Source: an optimization exercise on an open RTL-to-GDS flow (aim: small area). Production flows keep margins and buffers that such runs may drop. Function was checked by simulation only, so behaviour that the tests miss may differ from the original.

## flow/design.v (module list and top-level ports; edited modules follow where they fit)
// module Random: 20 lines
// module Random_direction: 33 lines
// module GhostAlgo_Blinky: 2457 lines
module GhostAlgo_Blinky ( 
    input i_clk,  
    input i_rst,  
	 input i_pacman_reload,  
    input [9:0] pac_x,  
    input [9:0] pac_y,  
    input [3:0] i_mode,  
    output logic [9:0] o_x_location,  
    output logic [9:0] o_y_location,  
    output logic reach,  
	 output logic died_arrive_home,  
    output logic [1:0] next_direction,  
    output [9:0] test_distance,  
    output illegal,  
    output logic [3:0] case_num,  
    output [3:0] mode_state  
);
  // ...
==> flow/board.hex <==
00
00
00
00
00
00
00
00
00
00
00
00
00
00
00
00
00
00
00
00
00
00
00
00
00
00
00
00
00
00
00
00
00
00
00
00
00
00
00
00
00
00
00
00
00
00
00
00
00
00
00
00
00
00
00
00
00
00
00
00
00
00
00
00
00
00
00
00
00
00
00
00
00
00
00
00
00
00
00
00
00
00
00
00
01
01
01
01
01
01
01
01
01
01
01
01
01
01
01
01
01
01
01
01
01
01
01
01
01
01
01
01
01
00
00
00
00
00
00
00
00
00
00
00
00
01
01
00
00
00
00
00
00
00
00
00
00
00
00
01
01
00
01
01
01
01
00
01
01
01
01
01
00
01
01
00
01
01
01
01
01
00
01
01
01
01
00
01
01
00
01
00
00
01
00
01
00
00
00
01
00
01
01
00
01
00
00
00
01
00
01
00
00
01
00
01
01
00
01
01
01
01
00
01
01
01
01
01
00
01
01
00
01
01
01
01
01
00
01
01
01
01
00
01
01
00
00
00
00
00
00
00
00
00
00
00
00
00
00
00
00
00
00
00
00
00
00
00
00
00
00
01
01
00
01
01
01
01
00
01
01
00
01
01
01
01
01
01
01
01
00
01
01
00
01
01
01
01
00
01
01
00
01
01
01
01
00
01
01
00
01
01
01
01
01
01
01
01
00
01
01
00
01
01
01
01
00
01
01
00
00
00
00
00
00
01
01
00
00
00
00
01
01
00
00
00
00
01
01
00
00
00
00
00
00
01
01
01
01
01
01
01
00
01
01
01
01
01
00
01
01
00
01
01
01
01
01
00
01
01
01
01
01
01
00
00
00
00
00
01
00
01
01
01
01
01
00
01
01
00
01
01
01
01
01
00
01
00
00
00
00
00
00
00
00
00
00
01
00
01
01
00
00
00
00
00
00
00
00
00
00
01
01
00
01
00
00
00
00
00
00
00
00
00
00
01
00
01
01
00
01
01
01
01
01
01
01
01
00
01
01
00
01
00
00
00
00
00
01
01
01
01
01
01
00
01
01
00
01
00
00
00
00
00
00
01
00
01
01
00
01
01
01
01
01
01
00
00
00
00
00
00
00
00
00
00
01
00
00
00
00
00
00
01
00
00
00
00
00
00
00
00
00
00
01
01
01
01
01
01
00
01
01
00
01
00
00
00
00
00
00
01
00
01
01
00
01
01
01
01
01
01
00
00
00
00
00
01
00
01
01
00
01
01
01
01
01
01
01
01
00
01
01
00
01
00
00
00
00
00
00
00
00
00
00
01
00
01
01
00
00
00
00
00
00
00
00
00
00
01
01
00
01
00
00
00
00
00
00
00
00
00
00
01
00
01
01
00
01
01
01
01
01
01
01
01
00
01
01
00
01
00
00
00
00
00
01
01
01
01
01
01
00
01
01
00
01
01
01
01
01
01
01
01
00
01
01
00
01
01
01
01
01
01
01
00
00
00
00
00
00
00
00
00
00
00
00
01
01
00
00
00
00
00
00
00
00
00
00
00
00
01
01
00
01
01
01
01
00
01
01
01
01
01
00
01
01
00
01
01
01
01
01
00
01
01
01
01
00
01
01
00
01
01
01
01
00
01
01
01
01
01
00
01
01
00
01
01
01
01
01
00
01
01
01
01
00
01
01
00
00
00
01
01
00
00
00
00
00
00
00
00
00
00
00
00
00
00
00
00
01
01
00
00
00
01
01
01
01
00
01
01
00
01
01
00
01
01
01
01
01
01
01
01
00
01
01
00
01
01
00
01
01
01
01
01
01
00
01
01
00
01
01
00
01
01
01
01
01
01
01
01
00
01
01
00
01
01
00
01
01
01
01
00
00
00
00
00
00
01
01
00
00
00
00
01
01
00
00
00
00
01
01
00
00
00
00
00
00
01
01
00
01
01
01
01
01
01
01
01
01
01
00
01
01
00
01
01
01
01
01
01
01
01
01
01
00
01
01
00
01
01
01
01
01
01
01
01
01
01
00
01
01
00
01
01
01
01
01
01
01
01
01
01
00
01
01
00
00
00
00
00
00
00
00
00
00
00
00
00
00
00
00
00
00
00
00
00
00
00
00
00
00
01
01
01
01
01
01
01
01
01
01
01
01
01
01
01
01
01
01
01
01
01
01
01
01
01
01
01
01
01
00
00
00
00
00
00
00
00
00
00
00
00
00
00
00
00
00
00
00
00
00
00
00
00
00
00
00
00
00
00
00
00
00
00
00
00
00
00
00
00
00
00
00
00
00
00
00
00
00
00
00
00
00
00
00
00
==> flow/run.sh <==
#!/bin/bash
# synth_recipe.tcl (not shown) runs the flow's synth.tcl, then flattens the netlist and writes it again
# the make line also repeats each setting of config.mk as NAME=value (left out here)
make -C /OpenROAD-flow-scripts/flow DESIGN_CONFIG=/design/flow/config.mk WORK_HOME=/design/flow/orfs CLKGATE_MAP_FILE= SYNTH_SCRIPT=/design/flow/synth_recipe.tcl finish
==> flow/config.mk <==
export PLATFORM = sky130hd
export DESIGN_NAME = GhostAlgo_Blinky
export DESIGN_NICKNAME = GhostAlgo_Blinky
export VERILOG_FILES = /design/flow/design.v
export SDC_FILE = /design/flow/constraint.sdc
export NUM_CORES = 4
export LEC_CHECK = 0
export CAP_MARGIN = 20
export CORE_MARGIN = 2
export CORE_UTILIZATION = 40
export SLEW_MARGIN = 20
==> flow/constraint.sdc <==
create_clock -name core_clock -period 20.0 [get_ports {i_clk}]
set_input_delay 4.0000 -clock core_clock [delete_from_list [all_inputs] [get_ports {i_clk}]]
set_output_delay 4.0000 -clock core_clock [all_outputs]
set_load 0.01 [all_outputs]
==> impl_results.md, run 1 <==
* Outcome: complete, no violations
* DR iter-0 viols at 4446
* Drt pass-1 iters at 6
* Post-Synth Adder-Cell Area at 0.340
* Post-synthesis sequential area ratio at 0.0347
* Syn avg cell area at 7.53 um2
* Post-layout nets at 6806
* Max incr delay on CP at 0.69 ns
* Port bufs at 68
* Final Skew at 0.0144 ns
* Worst R2R End: next_direction[0]
* Slowest cell on crit path: xor2_1
* Slew HR at 0.0389
* Met2 wire length at 72.7 mm
* Crit. Startpoint: pac_x[3]
* CTS Buffer Depth at 2
* Synth Area in XOR/XNOR at 0.0951
* Vias in the first global route at 41866
* Post-CTS setup buffers at 0
* Simple-gate share of the synthesized area at 0.176
* Fraction of area in registers at 0.0327
* Multi-input gates at 4814
* Commonest cells post-synth: ha_1, inv_1, nor2_1
* Top Metal Used: met4
* Final-report max-slew violation count at 0
* Number of remaining DRC errors at 0
* Post-DP Area at 46100 um2
* WHS Endpoint: random_2_num.counter_r[15]
* Largest family of logic cells by synthesized area: adder cells
* Final instance area at 46500 um2
* Clk pin slew, worst setup/hold paths at 0.07 ns
* Met3 routed WL at 14.1 mm
* Reg-to-reg slack, setup at 6.80 ns
* Sequential cell area at 1520 um2
* Placed Instances at 7173
* Initial Utilization at 0.403
* Final ANT Viol Nets at 0
==> module Random, before the edit <==
module Random (
	input        i_clk,
	input        i_rst,
	output [3:0] o_random_out
);
logic [15:0] counter_r;
logic counter_w;
assign o_random_out = counter_r[3:0];
always_comb begin
	counter_w = counter_r[10] ^ counter_r[12] ^ counter_r[13] ^ counter_r[15] ^ '1;
end
always_ff @(posedge i_clk) begin
	if (i_rst) begin
		counter_r <= 16'd0;
	end
	else begin
		counter_r <= {counter_r[14:0], counter_w};
	end
end
endmodule
==> module Random_direction, before the edit <==
module Random_direction (
    input i_clk,
    input i_rst,
    output logic [3:0] random_move
);
logic [3:0] o_random_out;
Random random_generator (
    .i_clk(i_clk),
    .i_rst(i_rst),
    .o_random_out(o_random_out)
);
always_comb begin
    case(o_random_out)
        4'd0: random_move = 4'd1;
        4'd1: random_move = 4'd2;
        4'd2: random_move = 4'd3;
        4'd3: random_move = 4'd1;
        4'd4: random_move = 4'd2;
        4'd5: random_move = 4'd3;
        4'd6: random_move = 4'd1;
        4'd7: random_move = 4'd2;
        4'd8: random_move = 4'd3;
        4'd9: random_move = 4'd1;
        4'd10: random_move = 4'd2;
        4'd11: random_move = 4'd3;
        4'd12: random_move = 4'd1;
        4'd13: random_move = 4'd2;
        4'd14: random_move = 4'd3;
        4'd15: random_move = 4'd1;
        default: random_move = 4'd2;
    endcase 
end
endmodule
==> inputs of run 2 (changes only) <==
==> flow/design.v (replaced) <==
module Random (
	input        i_clk,
	input        i_rst,
	output [3:0] o_random_out
);
logic [15:0] counter_r;
assign o_random_out = counter_r[3:0];
always_ff @(posedge i_clk) begin
	if (i_rst) counter_r <= 16'd0;
	else       counter_r <= {counter_r[14:0], ~(counter_r[10] ^ counter_r[12] ^ counter_r[13] ^ counter_r[15])};
end
endmodule
module Random_direction (
    input  [3:0] o_random_out,
    output       sel1,
    output       sel2
);
assign sel1 = (o_random_out == 4'd0) | (o_random_out == 4'd3) | (o_random_out == 4'd6) |
              (o_random_out == 4'd9) | (o_random_out == 4'd12) | (o_random_out == 4'd15);
assign sel2 = (o_random_out == 4'd1) | (o_random_out == 4'd4) | (o_random_out == 4'd7) |
              (o_random_out == 4'd10) | (o_random_out == 4'd13);
endmodule
module GhostAlgo_Blinky (
    input i_clk,
    input i_rst,
    input i_pacman_reload,
    input [9:0] pac_x,
    input [9:0] pac_y,
    input [3:0] i_mode,
    output logic [9:0] o_x_location,
    output logic [9:0] o_y_location,
    output logic reach,
    output logic died_arrive_home,
    output logic [1:0] next_direction,
    output [9:0] test_distance,
    output illegal,
    output logic [3:0] case_num,
    output [3:0] mode_state
);
localparam [1:0] UP = 2'b00, DOWN = 2'b01, LEFT = 2'b10, RIGHT = 2'b11;
localparam [2:0] S_IDLE = 3'd0, S_CHASE = 3'd1, S_SCATTER = 3'd2, S_FRIGHT = 3'd3, S_DIED = 3'd4;
logic [3:0] rnd;
logic rnd3_1, rnd3_2;
Random random_gen (.i_clk(i_clk), .i_rst(i_rst), .o_random_out(rnd));
Random_direction random_dir (.o_random_out(rnd), .sel1(rnd3_1), .sel2(rnd3_2));
function [27:0] wall_row;
    input [5:0] r;
    begin
        case (r)
        6'd0: wall_row = 28'b0000000000000000000000000000;
        6'd1: wall_row = 28'b0000000000000000000000000000;
        6'd2: wall_row = 28'b0000000000000000000000000000;
        6'd3: wall_row = 28'b1111111111111111111111111111;
        6'd4: wall_row = 28'b1000000000000110000000000001;
        6'd5: wall_row = 28'b1011110111110110111110111101;
        6'd6: wall_row = 28'b1010010100010110100010100101;
        6'd7: wall_row = 28'b1011110111110110111110111101;
        6'd8: wall_row = 28'b1000000000000000000000000001;
        6'd9: wall_row = 28'b1011110110111111110110111101;
        6'd10: wall_row = 28'b1011110110111111110110111101;
        6'd11: wall_row = 28'b1000000110000110000110000001;
        6'd12: wall_row = 28'b1111110111110110111110111111;
        6'd13: wall_row = 28'b0000010111110110111110100000;
        6'd14: wall_row = 28'b0000010110000000000110100000;
        6'd15: wall_row = 28'b0000010110111111110110100000;
        6'd16: wall_row = 28'b1111110110100000010110111111;
        6'd17: wall_row = 28'b0000000000100000010000000000;
        6'd18: wall_row = 28'b1111110110100000010110111111;
        6'd19: wall_row = 28'b0000010110111111110110100000;
        6'd20: wall_row = 28'b0000010110000000000110100000;
        6'd21: wall_row = 28'b0000010110111111110110100000;
        6'd22: wall_row = 28'b1111110110111111110110111111;
        6'd23: wall_row = 28'b1000000000000110000000000001;
        6'd24: wall_row = 28'b1011110111110110111110111101;
        6'd25: wall_row = 28'b1011110111110110111110111101;
        6'd26: wall_row = 28'b1000110000000000000000110001;
        6'd27: wall_row = 28'b1110110110111111110110110111;
        6'd28: wall_row = 28'b1110110110111111110110110111;
        6'd29: wall_row = 28'b1000000110000110000110000001;
        6'd30: wall_row = 28'b1011111111110110111111111101;
        6'd31: wall_row = 28'b1011111111110110111111111101;
        6'd32: wall_row = 28'b1000000000000000000000000001;
        6'd33: wall_row = 28'b1111111111111111111111111111;
        6'd34: wall_row = 28'b0000000000000000000000000000;
        6'd35: wall_row = 28'b0000000000000000000000000000;
        default: wall_row = {28{1'b1}};
        endcase
    end
endfunction
function wall;
    input [6:0] a;
    input [6:0] b;
    logic [27:0] row;
    begin
        row = wall_row(a[5:0]);
        wall = (a >= 7'd36) || (b >= 7'd28) || row[b[4:0]];
    end
endfunction
logic [2:0] state;
logic [3:0] count;
logic target1, legal_test, legal_test2;
assign mode_state = {1'b0, state};
logic [9:0] gx4, gy4, px4, py4;
assign gx4 = o_x_location + 10'd4;
assign gy4 = o_y_location + 10'd4;
assign px4 = pac_x + 10'd4;
assign py4 = pac_y + 10'd4;
logic [5:0] tx, ty, ptx, pty;
assign tx  = gx4[8:3];
assign ty  = gy4[8:3];
assign ptx = px4[8:3];
assign pty = py4[8:3];
logic x_far, y_far;
assign x_far = (o_x_location >= 10'd508);
assign y_far = (o_y_location >= 10'd508);
assign illegal = x_far | y_far | wall({1'b0, tx}, {1'b0, ty});
logic w_up, w_down, w_left, w_right;
assign w_up    = (tx == 6'd0) | wall({1'b0, tx} - 7'd1, {1'b0, ty});
assign w_down  = wall({1'b0, tx} + 7'd1, {1'b0, ty});
assign w_left  = (ty == 6'd0) | wall({1'b0, tx}, {1'b0, ty} - 7'd1);
assign w_right = wall({1'b0, tx}, {1'b0, ty} + 7'd1);
logic [3:0] tile;
assign tile = {w_up, w_down, w_left, w_right};
function [5:0] absd;
    input [5:0] a;
    input [5:0] b;
    absd = (a >= b) ? a - b : b - a;
endfunction
function [11:0] sq;
    input [5:0] a;
    sq = a * a;
endfunction
logic [11:0] pdist;
assign pdist = sq(absd(ptx, tx)) + sq(absd(pty, ty));
assign test_distance = pdist[9:0];
logic at_108_100;
assign at_108_100 = (o_x_location == 10'd108) && (o_y_location == 10'd100);
logic usepac;
assign usepac = (state == S_CHASE) || (at_108_100 && legal_test2);
logic [6:0] e, f;
always_comb begin
    if (usepac) begin
        e = {1'b0, ptx} - {1'b0, tx};
        f = {1'b0, pty} - {1'b0, ty};
    end
    else if (state == S_SCATTER) begin
        e = 7'd4 - {1'b0, tx};
        f = 7'd26 - {1'b0, ty};
    end
    else begin
        e = 7'd14 - {1'b0, tx};
        f = 7'd13 - {1'b0, ty};
    end
end
function [1:0] ovf;    
    input [11:0] c;
    input [7:0] k;
    logic [13:0] s;
    begin
        s = {2'b00, c} + {{6{k[7]}}, k};
        ovf = {s[13:12] == 2'b01, s[13]};
    end
endfunction
logic [1:0] o_u, o_d, o_l, o_r;
assign o_u = usepac ? ovf(pdist, {e, 1'b1}) : 2'b00;
assign o_d = usepac ? ovf(pdist, 8'd1 - {e, 1'b0}) : 2'b00;
assign o_l = usepac ? ovf(pdist, {f, 1'b1}) : 2'b00;
assign o_r = usepac ? ovf(pdist, 8'd1 - {f, 1'b0}) : 2'b00;
function le;
    input [1:0] oa;
    input [1:0] ob;
    input kle;
    logic [1:0] va, vb;    
    begin
        va = oa[1] ? 2'd2 : oa[0] ? 2'd0 : 2'd1;
        vb = ob[1] ? 2'd2 : ob[0] ? 2'd0 : 2'd1;
        le = (va > vb) | ((va == vb) & kle);
    end
endfunction
logic [7:0] esum, ediff;
assign esum  = {e[6], e} + {f[6], f};
assign ediff = {e[6], e} - {f[6], f};
logic e_le0, f_le0, e_le_f, f_le_e, sum_le0;
assign e_le0   = e[6] | (e == 7'd0);
assign f_le0   = f[6] | (f == 7'd0);
assign e_le_f  = ediff[7] | (ediff == 8'd0);
assign f_le_e  = ~ediff[7];
assign sum_le0 = esum[7] | (esum == 8'd0);
logic fr;
assign fr = (state == S_FRIGHT);
logic c_ul, c_ur, c_ud, c_lr, c_ld, c_dr;
assign c_ul = le(o_u, o_l, e_le_f);
assign c_ur = le(o_u, o_r, sum_le0);
assign c_ud = le(o_u, o_d, e_le0);
assign c_lr = le(o_l, o_r, f_le0);
assign c_ld = le(o_l, o_d, sum_le0);
assign c_dr = le(o_d, o_r, f_le_e);
function [1:0] pick2;
    input [1:0] a;
    input [1:0] b;
    input c;
    pick2 = (fr ? ~rnd[0] : c) ? a : b;
endfunction
function [1:0] pick3;
    input [1:0] a;
    input [1:0] b;
    input [1:0] c;
    input cab;
    input cac;
    input cbc;
    begin
        if (fr) pick3 = rnd3_1 ? a : rnd3_2 ? b : c;
        else    pick3 = (cab & cac) ? a : (~cab & cbc) ? b : c;
    end
endfunction
logic hit;
logic [1:0] tdir;
logic [3:0] tcase;
always_comb begin
    hit = 1'b1;
    tdir = next_direction;
    tcase = case_num;
    case ({next_direction, tile})
        {UP, 4'b0011}:    begin tcase = 4'd1; tdir = UP; end
        {UP, 4'b1010}:    begin tcase = 4'd2; tdir = RIGHT; end
        {UP, 4'b1001}:    begin tcase = 4'd3; tdir = LEFT; end
        {UP, 4'b0010}:    begin tcase = 4'd4; tdir = pick2(UP, RIGHT, c_ur); end
        {UP, 4'b1000}:    begin tcase = 4'd5; tdir = pick2(LEFT, RIGHT, c_lr); end
        {UP, 4'b0001}:    begin tcase = 4'd6; tdir = pick2(UP, LEFT, c_ul); end
        {UP, 4'b0000}:    begin tcase = 4'd7; tdir = pick3(UP, LEFT, RIGHT, c_ul, c_ur, c_lr); end
        {UP, 4'b1011}:    begin tcase = 4'd8; tdir = DOWN; end
        {LEFT, 4'b1100}:  begin tcase = 4'd1; tdir = LEFT; end
        {LEFT, 4'b0000}:  begin tcase = 4'd2; tdir = pick3(UP, LEFT, DOWN, c_ul, c_ud, c_ld); end
        {LEFT, 4'b0010}:  begin tcase = 4'd3; tdir = pick2(UP, DOWN, c_ud); end
        {LEFT, 4'b0100}:  begin tcase = 4'd6; tdir = pick2(UP, LEFT, c_ul); end
        {LEFT, 4'b1010}:  begin tcase = 4'd5; tdir = DOWN; end
        {LEFT, 4'b0110}:  begin tcase = 4'd4; tdir = UP; end
        {LEFT, 4'b1110}:  begin tcase = 4'd8; tdir = RIGHT; end
        {DOWN, 4'b0011}:  begin tcase = 4'd1; tdir = DOWN; end
        {DOWN, 4'b0110}:  begin tcase = 4'd2; tdir = RIGHT; end
        {DOWN, 4'b0101}:  begin tcase = 4'd3; tdir = LEFT; end
        {DOWN, 4'b0010}:  begin tcase = 4'd4; tdir = pick2(DOWN, RIGHT, c_dr); end
        {DOWN, 4'b0100}:  begin tcase = 4'd5; tdir = pick2(LEFT, RIGHT, c_lr); end
        {DOWN, 4'b0001}:  begin tcase = 4'd6; tdir = pick2(LEFT, DOWN, c_ld); end
        {DOWN, 4'b0000}:  begin tcase = 4'd7; tdir = pick3(LEFT, DOWN, RIGHT, c_ld, c_lr, c_dr); end
        {DOWN, 4'b0111}:  begin tcase = 4'd8; tdir = UP; end
        {RIGHT, 4'b1100}: begin tcase = 4'd1; tdir = RIGHT; end
        {RIGHT, 4'b1001}: begin tcase = 4'd2; tdir = DOWN; end
        {RIGHT, 4'b0101}: begin tcase = 4'd3; tdir = UP; end
        {RIGHT, 4'b1000}: begin tcase = 4'd4; tdir = pick2(DOWN, RIGHT, c_dr); end
        {RIGHT, 4'b0001}: begin tcase = 4'd5; tdir = pick2(UP, DOWN, c_ud); end
        {RIGHT, 4'b0100}: begin tcase = 4'd6; tdir = pick2(UP, RIGHT, c_ur); end
        {RIGHT, 4'b0000}: begin tcase = 4'd7; tdir = pick3(UP, DOWN, RIGHT, c_ud, c_ur, c_dr); end
        {RIGHT, 4'b1101}: begin tcase = 4'd8; tdir = LEFT; end
        default:          hit = 1'b0;
    endcase
end
function at;
    input [9:0] x;
    input [9:0] y;
    at = (o_x_location == x) && (o_y_location == y);
endfunction
logic in_tunnel_row, right_to_left, left_to_right;
assign in_tunnel_row = (o_x_location >= 10'd132) && (o_x_location <= 10'd139);
assign right_to_left = in_tunnel_row && (o_y_location >= 10'd204) && (o_y_location <= 10'd211) && (next_direction == RIGHT);
assign left_to_right = in_tunnel_row && (o_y_location >= 10'd4) && (o_y_location <= 10'd11) && (next_direction == LEFT);
logic catch_pac;
assign catch_pac = (o_x_location == pac_x) && (o_y_location == pac_y);
logic [1:0] flip_dir;
assign flip_dir = {next_direction[1], ~next_direction[0]};
logic [9:0] x_step, y_step;
assign x_step = (next_direction == DOWN) ? 10'd1 : (next_direction == UP) ? 10'h3ff : 10'd0;
assign y_step = (next_direction == RIGHT) ? 10'd1 : (next_direction == LEFT) ? 10'h3ff : 10'd0;
logic cnt8;
assign cnt8 = (count == 4'd8);
always_ff @(posedge i_clk) begin
    if (i_rst || i_pacman_reload) begin
        o_x_location <= 10'd108;
        o_y_location <= 10'd100;
        state <= S_IDLE;
        next_direction <= RIGHT;
        reach <= 1'b0;
        count <= 4'd0;
        case_num <= 4'd0;
        target1 <= 1'b0;
        legal_test <= 1'b0;
        legal_test2 <= 1'b0;
        died_arrive_home <= 1'b0;
    end
    else begin
        case (state)
        S_IDLE: begin
            o_x_location <= 10'd108;
            o_y_location <= 10'd100;
            next_direction <= RIGHT;
            reach <= 1'b0;
            count <= 4'd0;
            case_num <= 4'd0;
            target1 <= 1'b0;
            died_arrive_home <= 1'b0;
            if (i_mode == 4'd1) state <= S_CHASE;
            else if (i_mode == 4'd2) begin
                state <= S_SCATTER;
                count <= 4'd8;
            end
            else if (i_mode == 4'd3) begin
                state <= S_FRIGHT;
                next_direction <= flip_dir;
            end
        end
        S_DIED: begin
            if (cnt8) begin
                if (i_mode == 4'd1) state <= S_CHASE;
                else if (i_mode == 4'd2) state <= S_SCATTER;
                else if (at(10'd132, 10'd100)) died_arrive_home <= 1'b1;
                else if (at(10'd108, 10'd100) || at(10'd116, 10'd100) || at(10'd124, 10'd100)) begin
                    count <= 4'd0;
                    next_direction <= DOWN;
                end
                else begin
                    count <= 4'd0;
                    next_direction <= tdir;
                    case_num <= tcase;
                end
            end
            else begin
                reach <= 1'b0;
                o_x_location <= o_x_location + x_step;
                o_y_location <= o_y_location + y_step;
                count <= count + 4'd1;
            end
        end
        S_CHASE: begin
            if (catch_pac) begin
                reach <= 1'b1;
                count <= 4'd0;
            end
            else if (cnt8) begin
                if (i_mode == 4'd2) state <= S_SCATTER;
                else if (i_mode == 4'd0) state <= S_IDLE;
                else if (i_mode == 4'd3) begin
                    state <= S_FRIGHT;
                    count <= 4'd0;
                    next_direction <= flip_dir;
                end
                else if (right_to_left) begin
                    o_x_location <= 10'd132;
                    o_y_location <= 10'd4;
                    next_direction <= RIGHT;
                end
                else if (left_to_right) begin
                    o_x_location <= 10'd132;
                    o_y_location <= 10'd212;
                    next_direction <= LEFT;
                end
                else if (at(10'd124, 10'd100) || at(10'd116, 10'd100)) begin
                    next_direction <= UP;
                    count <= 4'd0;
                end
                else if (at(10'd132, 10'd100)) begin
                    legal_test <= 1'b1;
                    next_direction <= UP;
                    count <= 4'd0;
                end
                else if (at_108_100 && legal_test) begin
                    legal_test <= 1'b0;
                    next_direction <= c_lr ? LEFT : RIGHT;
                    count <= 4'd0;
                end
                else begin
                    count <= 4'd0;
                    next_direction <= tdir;
                    case_num <= tcase;
                end
            end
            else begin
                reach <= 1'b0;
                o_x_location <= o_x_location + x_step;
                o_y_location <= o_y_location + y_step;
                count <= count + 4'd1;
            end
        end
        S_SCATTER: begin
            if (catch_pac) reach <= 1'b1;
            if (cnt8) begin
                if (i_mode == 4'd1) state <= S_CHASE;
                else if (i_mode == 4'd0) begin
                    state <= S_IDLE;
                    if (catch_pac) count <= 4'd0;
                end
                else if (i_mode == 4'd3) begin
                    state <= S_FRIGHT;
                    count <= 4'd0;
                    next_direction <= flip_dir;
                end
                else if (at(10'd28, 10'd204)) begin
                    target1 <= 1'b1;
                    count <= 4'd0;
                    next_direction <= (next_direction == RIGHT) ? DOWN : LEFT;
                end
                else if (at(10'd28, 10'd164) && target1) begin
                    count <= 4'd0;
                    next_direction <= (next_direction == LEFT) ? DOWN : RIGHT;
                end
                else if (at(10'd60, 10'd164) && target1) begin
                    count <= 4'd0;
                    next_direction <= (next_direction == RIGHT) ? UP : RIGHT;
                end
                else if (at(10'd60, 10'd204) && target1) begin
                    count <= 4'd0;
                    next_direction <= (next_direction == RIGHT) ? UP : LEFT;
                end
                else if (at(10'd124, 10'd100) || at(10'd116, 10'd100)) begin
                    next_direction <= UP;
                    count <= 4'd0;
                end
                else if (at(10'd132, 10'd100)) begin
                    legal_test2 <= 1'b1;
                    next_direction <= UP;
                    count <= 4'd0;
                end
                else if (at_108_100 && legal_test2) begin
                    legal_test2 <= 1'b0;
                    next_direction <= c_lr ? LEFT : RIGHT;
                    count <= 4'd0;
                end
                else begin
                    count <= 4'd0;
                    next_direction <= tdir;
                    case_num <= tcase;
                end
            end
            else begin
                o_x_location <= o_x_location + x_step;
                o_y_location <= o_y_location + y_step;
                count <= count + 4'd1;
            end
        end
        S_FRIGHT: begin
            if (cnt8) begin
                if (i_mode == 4'd1) state <= S_CHASE;
                else if (i_mode == 4'd0) state <= S_IDLE;
                else if (i_mode == 4'd4) begin
                    state <= S_DIED;
                    next_direction <= flip_dir;
                end
                else if (i_mode == 4'd2) state <= S_SCATTER;
                else if (right_to_left) begin
                    o_x_location <= 10'd132;
                    o_y_location <= 10'd4;
                    next_direction <= RIGHT;
                end
                else if (left_to_right) begin
                    o_x_location <= 10'd132;
                    o_y_location <= 10'd212;
                    next_direction <= LEFT;
                end
                else begin
                    count <= 4'd0;
                    next_direction <= tdir;
                    case_num <= tcase;
                end
            end
            else begin
                o_x_location <= o_x_location + x_step;
                o_y_location <= o_y_location + y_step;
                count <= count + 4'd1;
            end
        end
        default: ;
        endcase
    end
end
endmodule
==> flow/config.mk (replaced) <==
export PLATFORM = sky130hd
export DESIGN_NAME = GhostAlgo_Blinky
export DESIGN_NICKNAME = GhostAlgo_Blinky
export VERILOG_FILES = /design/flow/design.v
export SDC_FILE = /design/flow/constraint.sdc
export NUM_CORES = 4
export LEC_CHECK = 0
export ABC_AREA = 1
export CAP_MARGIN = 20
export CORE_MARGIN = 2
export CORE_UTILIZATION = 40
export SLEW_MARGIN = 20
removed: flow/board.hex
==> run 2 against run 1 <==
Effect of this change: clock skew down 0.0012 ns; worst hold slack worse by 0.035 ns; synthesized cell count down 58%; sequential share of layout area up 3.6 points; still clean on timing, DRC and antenna; die area down 66%; design area down 66%; final cell count down 59%; clock-buffer cell count down 5; maximum frequency down 1.3%; via count down 63%.
==> impl_results.md, run 2 <==
* CTS tree: built (unchanged)
* Initial antenna violation count at 0 (was 2)
* Final-report max-slew violation count at 0 (unchanged)
* Crit. Startpoint: pac_x[2] (was pac_x[3])
* Min-Delay Path Class: reg -> reg (unchanged)
* Initial Utilization at 0.407 (was 0.403)
* Die Y at 194 um (was 335 um)
* Post-synth EDFFs at 0 (unchanged)
* Final ANT Viol Nets at 0 (unchanged)
* Ys flop type: dfxtp_1 (unchanged)
* Min Hold Slack at 0.393 ns (was 0.429 ns)
* Largest net degree at the start of global routing at 28 (was 58)
* Slowest cell on crit path: clkdlybuf4s50_1 (was xor2_1)
* Post-synthesis sequential area ratio at 0.0747 (was 0.0347)
* Area Overhead vs Synth at 8.06% (was 6.01%)
* Arrival @ worst endpoint at 12.11 ns (was 11.90 ns)
* Final WL at 49.1 mm (was 166 mm)
* Final Setup Violations at 0 (unchanged)
* Setup TNS at 0 ns (unchanged)
* Post-place setup slack at 3.96 ns (was 4.10 ns)
* CP Class: in -> out (unchanged)
* Syn avg cell area at 5.90 um2 (was 7.53 um2)
* Count of cell types in the netlist at 59 (was 123)
* Commonest cells post-synth: nand2_1, inv_1, nor2_1 (was ha_1, inv_1, nor2_1)
* Post-DP HPWL at 39.3 mm (was 133 mm)
* Fill cells at 3912 (was 11143)
* Synth Register Bits at 54 (was 76)
* Drt pass-1 iters at 6 (unchanged)
* Fmax at 62.1 MHz (was 62.9 MHz)
* Ys async rst share at 0 (unchanged)
* # rows at 69 (was 121)
* CTS Buffer Depth at 2 (unchanged)
* Share of cells above drive strength 1 at 0.0380 (was 0.0609)
* Total track usage at 0.255 (was 0.289)
* Post-CTS Hold Buffers at 0 (unchanged)
* DR iter-0 viols at 1398 (was 4446)
* Most common cell after layout, fill and taps aside: nand2_1 (was ha_1)
* Worst endpoint required time at 16.00 ns (about the same)
* Die Wd at 194 um (was 335 um)
* Number of flip-flops in the largest register at 16
* Sequential cell area at 1080 um2 (was 1520 um2)
* DIE AREA at 37700 um2 (was 112000 um2)
* Endpoints failing hold at 0 (unchanged)
* Post-layout nets at 2727 (was 6806)
* Outcome: complete, no violations (unchanged)
* Clk sinks at 54 (was 76)
* Crit path time final at 16.11 ns (was 15.90 ns)
* Share of the synthesized area in the top cell type at 0.164 (was 0.210)
* Placer Congestion at 0.958 (was 1.01)
* Critical-path maximum fanout at 8 (was 7)
* Reg-to-reg slack, setup at 7.63 ns (was 6.80 ns)
* Routed via count at 16125 (was 43456)
* Critical path endpoint: test_distance[9] (unchanged)
* Multi-input gate area at 11700 um2 (was 38800 um2)
* Worst skew pair latency at 0.31 ns (was 0.37 ns)
* Diodes inserted at 0 (unchanged)
* YS warnings at 2 (was 3)
* Mapped cell area at 14500 um2 (was 43800 um2)
* RSZ-0062 raised after global routing: no (unchanged)
* PostCTS Resize Cnt at 0 (unchanged)
* Syn_nets at 2704 (was 6858)
* HP Start: random_gen.counter_r[8] (was random_2_num.counter_r[14])
* Clk pin slew, worst setup/hold paths at 0.07 ns (about the same)
* Reg2Reg Depth at 64 (was 43)
* Max incr delay on CP at 0.56 ns (was 0.69 ns)
* Detail-routed via count per cell at 5.49 (was 6.04)
* Cells after Synth at 2452 (was 5823)
* Final Skew at 0.0132 ns (was 0.0144 ns)
* Max Cap Violations at 0 (unchanged)
* Port bufs at 68 (unchanged)
* Area contributors post-synth: nand2_1, ha_1, nand3_1 (was ha_1, fa_1, inv_1)
* Critical Path End Type: output port (unchanged)
* Root buf cell: clkbuf_16 (unchanged)
* Number of remaining DRC errors at 0 (unchanged)
* Final worst slack at 3.89 ns (was 4.10 ns)
* Post-CTS setup buffers at 0 (unchanged)
* Slew HR at 0.301 (was 0.0389)
* IO Pins at 70 (unchanged)
* Most frequent cells in the layout: nand2_1, inv_1, nor2_1, nand3_1, ha_1 (was ha_1, inv_1, nor2_1, a21oi_1, nand2_1)
* Biggest regs: random_gen.counter_r x16, o_x_location x10, o_y_location x10 (was random_2_num.counter_r x16, random_3_num.random_generator.counter_r x16)
* Period utilization at 0.805 (was 0.795)
* Top reg by flops: random_gen.counter_r
* Vias in the first global route at 15341 (was 41866)
* Global-route wire length before repair at 79.3 mm (was 253 mm)
* Worst R2R End: next_direction[1] (was next_direction[0])
* Largest area contributor in the netlist: nand2_1 (was ha_1)
* Startpoint types: input port (unchanged)
* Reg2Reg Launch Point: o_y_location[4] (was o_x_location[2])
* Routed len/inst at 16.7 um (was 23.1 um)
* Core area at 35600 um2 (was 109000 um2)
* Num CTS Buffers at 5 (was 9)
* Worst-margin pin slew at 1.04 ns (was 1.41 ns)
* Most common cell in the netlist: nand2_1 (was ha_1)
* Grt ovf at 0 (unchanged)
* Most used cell, CP: inv_1 (was ha_1)
* H-tree Lvls at 2 (was 3)
## run 2: changes by cell type after synthesis, sizes merged, moves of 145 or more
cell,before,now
ha,737,182
inv,681,348
a21oi,454,124
xnor2,302,24
nor2,535,274
nand2,410,659
fa,271,43
o21ai,333,112
a21o,147,2
## run 2: cell type report
cell class	instances	area share
timing repair buffer	82	0.0502
tap	461	0.0369
clock inverter	3	0.00280
multi-input combinational	1974	0.747
inverter	358	0.0859
clock buffer	5	0.00800
sequential	54	0.0691
## run 2: worst max-delay path, delay by kind of cell
family                     cells  cell delay, ns
xor gates and xnor gates       3            1.04
and+or+nand+nor                9            1.08
muxes                          1            0.33
AOI/OAI and AO/OA              5            0.82
adders and majority gates      8            3.38
buffers and inverters          8            1.46
## run 2: worst min-delay path by stage
| stage | to | slack [ns] | depth (start not counted) |
|---|---|---|---|
| floorplan | random_gen.counter_r[10] | 0.39 | 2 |
| global placement | random_gen.counter_r[10] | 0.39 | 2 |
| detailed placement | random_gen.counter_r[9] | 0.39 | 2 |
| CTS | random_gen.counter_r[9] | 0.39 | 2 |
| global route | random_gen.counter_r[6] | 0.41 | 2 |
| finish | random_gen.counter_r[9] | 0.39 | 2 |
## run 2: cells by family after synthesis
family | count (synthesis) | share of synthesized area
AND/OR/NAND/NOR | 1322 | 0.399
buffers and inverters | 424 | 0.118
AO/OA/AOI/OAI | 320 | 0.126
adder cells (fa/ha/maj) | 225 | 0.217
XOR/XNOR | 103 | 0.0623
flip-flops | 54 | 0.0747
multiplexers | 3 | 0.00207
other | 1 | 0.000259
## run 2: per-layer routing
| layer | part of all wire | track usage | vias up | routed length, um |
|---|---|---|---|---|
| met2 | 0.42 | 0.398 | 649 | 20800 |
| met1 | 0.47 | 0.361 | 7355 | 23000 |
| met4 | 0.031 | 0.0873 | 0 | 1520 |
| met5 | 0 | 0 | - | 0 |
| li1 | - | - | 8022 | - |
| met3 | 0.076 | 0.0330 | 99 | 3710 |
## run 2: stage by stage
stage | instances | cell area [um2] | util
floorplan | 2452 | 14500 | -
global placement | 2929 | 15500 | 0.435
detailed placement | 2929 | 15500 | 0.435
CTS | 2937 | 15600 | 0.440
global route | 2937 | 15600 | 0.440
finish | 2937 | 15600 | 0.440

static timing again, ports no longer ideal:
Ports are ideal in the flow. The routed layouts listed here were re-timed in OpenROAD. Step 1, drivers: a clkbuf_16 drives i_clk and a buf_2 each remaining input, both assumed. Step 2 also shifts input and output timing later by t, the mid clock arrival at the registers, as if the neighbouring blocks saw the same clock. Three values: no drivers, after step 1, after step 2; two values: the first two.
run | shift t [ns] | slack for setup (ns) | hold slack, ns | worst setup path after step 2
run 1 | 0.406 | 4.095 / 4.061 / 3.990 | 0.429 / 0.429 / 0.429 | input to register
run 2 | 0.350 | 3.894 / 3.870 / 3.870 | 0.393 / 0.393 / 0.393 | input to output
After both steps setup and hold are still met in every run listed. The setup slack of run 1, which loses most, moves by -0.034 ns with the drivers and by -0.105 ns with both steps.
